This is an optimization exercise on Yosys and OpenROAD, whose aim is small area, a short achievable clock period and few clock cycles, not a production implementation. At most, simulation tests tie the RTL to the original design; equivalence was not proved. Only the layout flow was run in run 2; the RTL was not checked for function there. Power figures rest on the tool's default switching activity, not on a simulated workload.

==> flow/design.v (outline; a module is shown in full before it is edited, if it fits) <==
// module MyDesign: 1585 lines
// module fa: 4 lines
module MyDesign (
    input  wire        dut_run,
    output reg         dut_busy,
    input  wire        reset_b,
    input  wire        clk,
    output wire        input_sram_write_enable,
    output wire [11:0] input_sram_write_addresss,
    output wire [15:0] input_sram_write_data,
    output wire [11:0] input_sram_read_address,
    input  wire [15:0] input_sram_read_data,
    output reg         output_sram_write_enable,
    output wire [11:0] output_sram_write_addresss,
    output wire [15:0] output_sram_write_data,
    output wire [11:0] output_sram_read_address,
    input  wire [15:0] output_sram_read_data,
    output wire        scratchpad_sram_write_enable,
    output wire [11:0] scratchpad_sram_write_addresss,
    output wire [15:0] scratchpad_sram_write_data,
    output wire [11:0] scratchpad_sram_read_address,
    input  wire [15:0] scratchpad_sram_read_data,
    output wire        weights_sram_write_enable,
    output wire [11:0] weights_sram_write_addresss,
    output wire [15:0] weights_sram_write_data,
    output wire [11:0] weights_sram_read_address,
    input  wire [15:0] weights_sram_read_data
);
  // ...
==> flow/run.sh <==
#!/bin/bash
# synth_recipe.tcl (not shown) runs the flow's synth.tcl, then flattens the netlist and writes it again
# the make line also repeats each setting of config.mk as NAME=value (left out here)
make -C /OpenROAD-flow-scripts/flow DESIGN_CONFIG=/design/flow/config.mk WORK_HOME=/design/flow/orfs CLKGATE_MAP_FILE= SYNTH_SCRIPT=/design/flow/synth_recipe.tcl finish
==> flow/config.mk <==
export PLATFORM = sky130hd
export DESIGN_NAME = MyDesign
export DESIGN_NICKNAME = MyDesign
export VERILOG_FILES = /design/flow/design.v
export SDC_FILE = /design/flow/constraint.sdc
export NUM_CORES = 4
export LEC_CHECK = 0
export ABC_AREA = 1
export CAP_MARGIN = 20
export CORE_MARGIN = 2
export CORE_UTILIZATION = 55
export CTS_BUF_LIST = sky130_fd_sc_hd__clkbuf_8 sky130_fd_sc_hd__clkbuf_16
export CTS_CLUSTER_DIAMETER = 80
export CTS_CLUSTER_SIZE = 30
export SETUP_SLACK_MARGIN = 5
export SLEW_MARGIN = 65
export SYNTH_HIERARCHICAL = 1
export SYNTH_MINIMUM_KEEP_SIZE = 0
==> flow/constraint.sdc <==
create_clock -name core_clock -period 11.0 [get_ports {clk}]
set_input_delay 2.2000 -clock core_clock [delete_from_list [all_inputs] [get_ports {clk}]]
set_output_delay 2.2000 -clock core_clock [all_outputs]
set_load 0.01 [all_outputs]
==> flow_summary.toml, run 1 <==
[global_routing]
grt_pass1_wl_mm = 128.0
grt_use_met2_pct = 54.53
grt_util_met3_pct = 4.550
grt_max_degree = 86
gr-total-overflow = 0
grt.busiest_layer = "met2"

[route]
wire_per_inst_um = 24.53
first_iter_violations = 2033
met3RoutedLength_mm = 6.941
wl_met1_mm = 34.11
top_layer_used = "met4"
drc = 0

[power_and_ir_drop]
internal-power_w = 0.005234

[placed_design]
dp_cells = 3531
pre_cts_ws_ns = 7.223

[synthesis]
yosysMostFrequentCell = "nand2_1"
syn_inst = 2800
yosys_warnings = 7
synth.avg_cell_area_um2 = 9.842
synth_top_family_by_area = "adder cells"
ys_seq_elements = 428
async_reset_ff_share_pct = 0

[timing]
grt_setup_unrepaired = "no"
fmax_mhz = 249.6
post-route-period-util_pct = 36.42
period_needed_ns = 4.007

[critical_path]
r2r.worst_path.cells = 11
crit_end = "output_sram_write_addresss[4]"
worst_setup_path_end_kind = "output port"
arrival_ns = 1.81
crit_type = "reg2out"

[layout]
final_common_cell = "nand2_1"
multi_input_area_share_pct = 55.40
multi_input_area_mm2 = 0.01691
nFlopsAndLatches = 428
post-route-util_pct = 61.33
fin_nets = 3341
n_all_inverters = 306
n_fill_cell = 4251

[clock_network]
postCtsSetupRepairBufs = 0
clockBufferDepth = 3

[floorplanning]
row_count = 82
die-area_mm2 = 0.05191

[status]
outcome = "timing/DRC/antenna clean"

[worst_hold_path]
hold_start = "wd_lo[0]$_SDFF_PN0_"
Testbench counts, summed over its fixed seeds: cycles 13,944.
==> run 2, diff against run 1 <==
--- a/flow/design.v
+++ b/flow/design.v
@@ -31,18 +31,20 @@
   assign scratchpad_sram_write_enable = 1'b0;
   assign scratchpad_sram_write_addresss = 12'b0;
   assign scratchpad_sram_write_data = 16'b0;
   assign scratchpad_sram_read_address = 12'b0;
   assign weights_sram_write_enable = 1'b0;
   assign weights_sram_write_addresss = 12'b0;
   assign weights_sram_write_data = 16'b0;
   reg busy;
-  wire start = ~busy & dut_run;
-  wire runi = dut_run;
+  reg run_q;
+  always @(posedge clk) run_q <= dut_run;
+  wire start = ~busy & run_q;
+  wire runi = run_q;
   reg       rd;
   reg [2:0] st;
   reg [4:0] q;
   reg [6:0] raddr;
   reg [2:0] waddr_w;
   wire       q_end  = (q == 5'd31);
   wire       rd_c   = rd & ~(q_end & (st == 3'd6));
   wire [4:0] q_c    = q_end ? 5'd1 : (q == 5'd1 && st != 3'd0) ? 5'd3 : q + 5'd1;
@@ -89,38 +91,47 @@
     if (ld && q == 5'd4) kr[63:48] <= {weights_sram_read_data[7:0], weights_sram_read_data[15:8]};
     if (ld && q == 5'd5) kr[71:64] <= weights_sram_read_data[15:8];
     if (sw) begin
       kr[23:0] <= kr[71:48];
       kr[71:48] <= kr[23:0];
     end
   end
   reg [15:0] x0, x1, x2, x3, x4, x5;
-  reg [7:0]  x6;
-  reg [8:0] ph;    
+  reg [2:0] ph;    
   always @(posedge clk) begin
     x0 <= input_sram_read_data;
     if (sw) begin
       x1 <= x3; x2 <= x0; x3 <= x1;
     end else begin
       x1 <= x0; x2 <= x1; x3 <= x2;
     end
     x4 <= x3; x5 <= x4;
-    x6 <= x5[7:0];
-    ph <= {9{start}} | ~ph;
+    ph <= {3{start}} | ~ph;
+  end
+  reg [7:0] px0;
+  reg [7:0] px1;
+  reg [7:0] px2;
+  reg [7:0] px3;
+  reg [7:0] px4;
+  reg [7:0] px5;
+  reg [7:0] px6;
+  reg [7:0] px7;
+  reg [7:0] px8;
+  always @(posedge clk) begin
+    px0 <= ph[0] ? x5[7:0] : x4[15:8];
+    px1 <= ph[1] ? x4[15:8] : x4[7:0];
+    px2 <= ph[2] ? x4[7:0] : x3[15:8];
+    px3 <= ph[0] ? x3[7:0] : x2[15:8];
+    px4 <= ph[1] ? x2[15:8] : x2[7:0];
+    px5 <= ph[2] ? x2[7:0] : x1[15:8];
+    px6 <= ph[0] ? x1[7:0] : x0[15:8];
+    px7 <= ph[1] ? x0[15:8] : x0[7:0];
+    px8 <= ph[2] ? x0[7:0] : input_sram_read_data[15:8];
   end
-  wire [7:0] px0 = ph[0] ? x5[15:8] : x6[7:0];
-  wire [7:0] px1 = ph[1] ? x5[7:0] : x5[15:8];
-  wire [7:0] px2 = ph[2] ? x4[15:8] : x5[7:0];
-  wire [7:0] px3 = ph[3] ? x3[15:8] : x4[7:0];
-  wire [7:0] px4 = ph[4] ? x3[7:0] : x3[15:8];
-  wire [7:0] px5 = ph[5] ? x2[15:8] : x3[7:0];
-  wire [7:0] px6 = ph[6] ? x1[15:8] : x2[7:0];
-  wire [7:0] px7 = ph[7] ? x1[7:0] : x1[15:8];
-  wire [7:0] px8 = ph[8] ? x0[15:8] : x1[7:0];
   wire [11:0] kd0 = booth(kr[7:0]);
   wire [11:0] kd1 = booth(kr[15:8]);
   wire [11:0] kd2 = booth(kr[23:16]);
   wire [11:0] kd3 = booth(kr[31:24]);
   wire [11:0] kd4 = booth(kr[39:32]);
   wire [11:0] kd5 = booth(kr[47:40]);
   wire [11:0] kd6 = booth(kr[55:48]);
   wire [11:0] kd7 = booth(kr[63:56]);
==> flow/flow/run.sh (new file) <==
#!/bin/bash
# Layout: the standard ORFS flow (standard.sh, unchanged synthesis),
# with repair_timing asked to keep a setup margin of 7.75 ns on the design's
# 11 ns clock, and the port buffers made as buf_2 cells.
# Each ORFS step writes its full log under orfs/logs; make's output goes to
# standard.log.
set -o pipefail
bash standard.sh SETUP_SLACK_MARGIN=7.75 "BUFFER_PORTS_ARGS=-buffer_cell sky130_fd_sc_hd__buf_2" finish > standard.log 2>&1
==> flow/standard.sh (new file) <==
#!/bin/bash
# synth_recipe.tcl (not shown) runs the flow's synth.tcl, then flattens the netlist and writes it again
# the make line also repeats each setting of config.mk as NAME=value (left out here)
make -C /OpenROAD-flow-scripts/flow DESIGN_CONFIG=/design/flow/config.mk WORK_HOME=/design/flow/orfs CLKGATE_MAP_FILE= SYNTH_SCRIPT=/design/flow/synth_recipe.tcl "${@:-finish}"
--- a/flow/config.mk
+++ b/flow/config.mk
@@ -7,12 +7,11 @@
 export LEC_CHECK = 0
 export ABC_AREA = 1
 export CAP_MARGIN = 20
 export CORE_MARGIN = 2
 export CORE_UTILIZATION = 55
 export CTS_BUF_LIST = sky130_fd_sc_hd__clkbuf_8 sky130_fd_sc_hd__clkbuf_16
 export CTS_CLUSTER_DIAMETER = 80
 export CTS_CLUSTER_SIZE = 30
-export SETUP_SLACK_MARGIN = 5
-export SLEW_MARGIN = 65
+export SLEW_MARGIN = 20
 export SYNTH_HIERARCHICAL = 1
 export SYNTH_MINIMUM_KEEP_SIZE = 0
removed: flow/run.sh
==> run 2 against run 1 <==
Net effect:
- largest power group unchanged
- clock power increased by 14%
- total power is 1.1% higher
- critical path depth unchanged
==> flow_summary.toml, run 2 <==
[route]
drc = 0
dr.pass1.iters = 6
routed_wl_mm = 89.22
via_count = 20840
wire_per_inst_um = 23.98
first_iter_violations = 1990
ant_nets = 0
avgViaCountPerCell = 5.601

[critical_path]
critPathMaxStageDelay_ns = 0.44
timing.rr.start = "kr[5]$_DFFE_PP_"
crit_slowest_cell = "edfxtp_1"
cp_max_fo = 2
crit_family = "flip-flops"
path_buf_inv = 1
r2r_slack_ns = 7.79
cp.required_ns = 8.80
worst_setup_path_end_kind = "output port"
arrival_ns = 1.25
crit_type = "reg2out"
r2r_end = "r533$_DFF_P_"
r2r.worst_path.cells = 9
startpoint_type = "flop"
worstPathCellList = "buf_2"

[synthesis]
yosys.area_share.simple_pct = 9.265
synth_cell_types = 41
synth_top_area_cell = "dfxtp_1"
synth_xor_area_share_pct = 8.602
seq_area_frac_synth_pct = 36.41
yosysMostFrequentCell = "nand2_1"
synth.avg_cell_area_um2 = 9.804
synth.area.top_cells = "dfxtp_1 (28%), fa_1 (23%), xor2_1 (8.5%)"
synth_edf_count = 79
async_reset_ff_share_pct = 0
syn-cell-area_mm2 = 0.02851
ys_seq_elements = 479
synth_common_cells = "nand2_1 (439), dfxtp_1 (400), fa_1 (325), inv_1 (319), xor2_1 (276)"
synth_adder_area_share_pct = 25.46
syn_inst = 2908
yosys_warnings = 7
synth_top_area_share_pct = 28.09
synthMuxAreaShare_pct = 0.3160
synth_top_family_by_area = "adder cells"
ys.flop_type = "dfxtp_1"
synth_compound_area_share_pct = 10.97

[global_routing]
antenna_found_initial = 1
grtUsageTotal_pct = 33.17
gr-total-overflow = 0
grt_pass1_wl_mm = 128.6
grt_max_degree = 100
grt_pass1_vias = 20130

[placed_design]
io_buffers = 67
dp_cells = 3590
place.gp.congestion = 1.019
postPlaceCellArea_mm2 = 0.02896
post-dp-hpwl_mm = 72.69

[clock_network]
cts_tree = "built"
clkLatencyLatePin_ns = 0.65
clkSlewWorstSetupHoldPaths_ns = 0.11
clockRootBuffer = "clkbuf_16"
clockBufferDepth = 3
cts_buffers = 30
clock-sinks = 479
h-tree-depth = 1
cts_hold_buf = 0

[worst_hold_path]
hold_start = "x4[4]$_DFF_P_"
holdPathStages = 0
hp-class = "reg2reg"
whs_endpoint = "x5[4]$_DFF_P_"

[layout]
fin_nets = 3470
largest_register_ffs = 72
final_layout_size_suffix_gt1_share_pct = 9.701
largest_register = "kr"
post-route-util_pct = 60.37
finalNonFillerCells = 3721
n_antenna_cell = 0
final_cell_mix = "nand2_1 (425), dfxtp_1 (387), fa_1 (323)"
areaGrowthSynthToFinish_pct = 8.637
seqCellArea_mm2 = 0.01040
final_common_cell = "nand2_1"
multi_input_area_mm2 = 0.01623
n_fill_cell = 4410
stdcell_area_mm2 = 0.03097

[timing]
period_needed_ns = 3.453
post-route-period-util_pct = 31.39
slew_headroom_pct = 21.64
grt_setup_unrepaired = "yes"
report.final.slew_viol_count = 0
tightestPinTransition_ns = 1.172
skew_ns = 0.04333
fmax_mhz = 289.6
hold_violations = 0
tns_ns = 0
setup_violations = 0

[floorplanning]
core-area_mm2 = 0.05130
start_util_pct = 55.57
die_h_um = 231.7
dieWidth_um = 231.7
io_pins = 232
die-area_mm2 = 0.05367
row_count = 83

[job]
maxCapViolations = 0

[power_and_ir_drop]
power_frac_seq_pct = 27.5
p_sw_w = 0.004312
p_leak_nw = 13.91
p_per_area_mw_per_mm2 = 313.2
pwr-share-clk_pct = 13.6
ir_drop_v = 0.0002430
internal-power_w = 0.005386
switching_share_pct = 44.46
p_comb_share_pct = 58.9
power_w = 0.009699

[status]
outcome = "timing/DRC/antenna clean"
-- run 2: cell types whose count changed after synthesis, sizes merged, moves of 23 or more --
cell | previous run | this run
dfxtp | 349 | 400
xor2 | 318 | 276
a21oi | 39 | 75
nand2 | 413 | 443
nand3 | 36 | 66
inv | 302 | 329
mux2i | 23 | 0
-- run 2: cells by family after synthesis --
kind of cell | Yosys count
AOI/OAI and AO/OA | 556
other | 1
and+or+nand+nor | 661
DFF | 479
adders and majority gates | 385
muxes | 8
xor gates and xnor gates | 280
buffers and inverters | 538
-- run 2: power groups by stage --
stage	Sequential [W]	Combinational, W	Clock, W
2_1_floorplan	0.00261	0.00369	0
3_3_place_gp	0.00270	0.00558	0
3_5_place_dp	0.00272	0.00570	0
4_1_cts	0.00267	0.00577	0.00135
5_1_grt	0.00271	0.00649	0.00142
6_report	0.00267	0.00571	0.00132
-- run 2: metrics by stage --
stage | hold slack, ns | setup slack (ns)
after floorplan | 0.3308 | 8.043
after global placement | 0.3299 | 7.138
after detailed placement | 0.3341 | 7.092
after CTS | 0.3588 | 7.501
after global routing | 0.3666 | 7.484
final | 0.3587 | 7.547
-- run 2: timing repair --
item,in CTS,in global routing
pin swaps,0,2
resized for setup,29,44
setup endpoints to repair,121,74
buffers inserted,65,11
-- run 2: how the worst max path moves through the flow --
stage	slack, ns	to	cells after the start	from
CTS	7.50	output_sram_write_addresss[5]	1	waddr_o[5]$_SDFFCE_PP0P_
detailed placement	7.09	r534$_DFF_P_	8	kr[23]$_DFFE_PP_
global route	7.48	output_sram_write_addresss[5]	1	waddr_o[5]$_SDFFCE_PP0P_
floorplan	8.04	r511$_DFF_P_	8	kr[19]$_DFFE_PP_
global placement	7.14	r534$_DFF_P_	8	kr[23]$_DFFE_PP_
finish	7.55	output_sram_write_addresss[5]	1	waddr_o[5]$_SDFFCE_PP0P_
-- run 2: area by class of cell --
cell class / instances / share of cell area [%]
Multi-Input combinational cell: 2022 / 52.41
Sequential cell: 479 / 33.57
Inverter: 331 / 4.012
Timing Repair Buffer: 154 / 3.434
Tap cell: 680 / 2.747
Clock buffer: 30 / 2.424
Clock inverter: 25 / 1.410
-- run 2: Yosys stat by module, one instance, submodules excluded --
module | cell area [µm²] | copies in the design
MyDesign | 22020 | 1
fa | 20.02 | 324
-- run 2: layer usage --
layer / global-route usage [%] / part of all wire (%) / up-vias
li1: - / - / 9380
met3: 7.050 / 9.5 / 223
met4: 17.81 / 6.4 / 0
met5: 0 / 0 / -
met2: 52.31 / 45 / 1027
met1: 43.00 / 39 / 10210

## static timing again, ports no longer ideal
No port has a modelled driver above. Below, the same layouts with a new extraction and two added sets of constraints. Step 1 sets driving cells, clkbuf_16 on the clock port and buf_2 on the other inputs (assumed; they add their load-dependent delay and slew). Step 2 times the ports against the registers' clock, not the clock port: input delays grow and output delays shrink by t, the midpoint of the rising clock arrivals with the driver on. Three values: ideal ports, drivers, drivers and shift; two values: the first two.
run | t (ns) | setup WS [ns] | hold WS [ns] | pins driven straight from the clock port
run 1 | 0.646 | 6.993 / 6.933 / 7.242 | 0.355 / 0.355 / 0.355 | 1
run 2 | 0.688 | 7.547 / 7.485 / 7.792 | 0.359 / 0.359 / 0.359 | 1
After both steps every run listed still meets setup and hold.
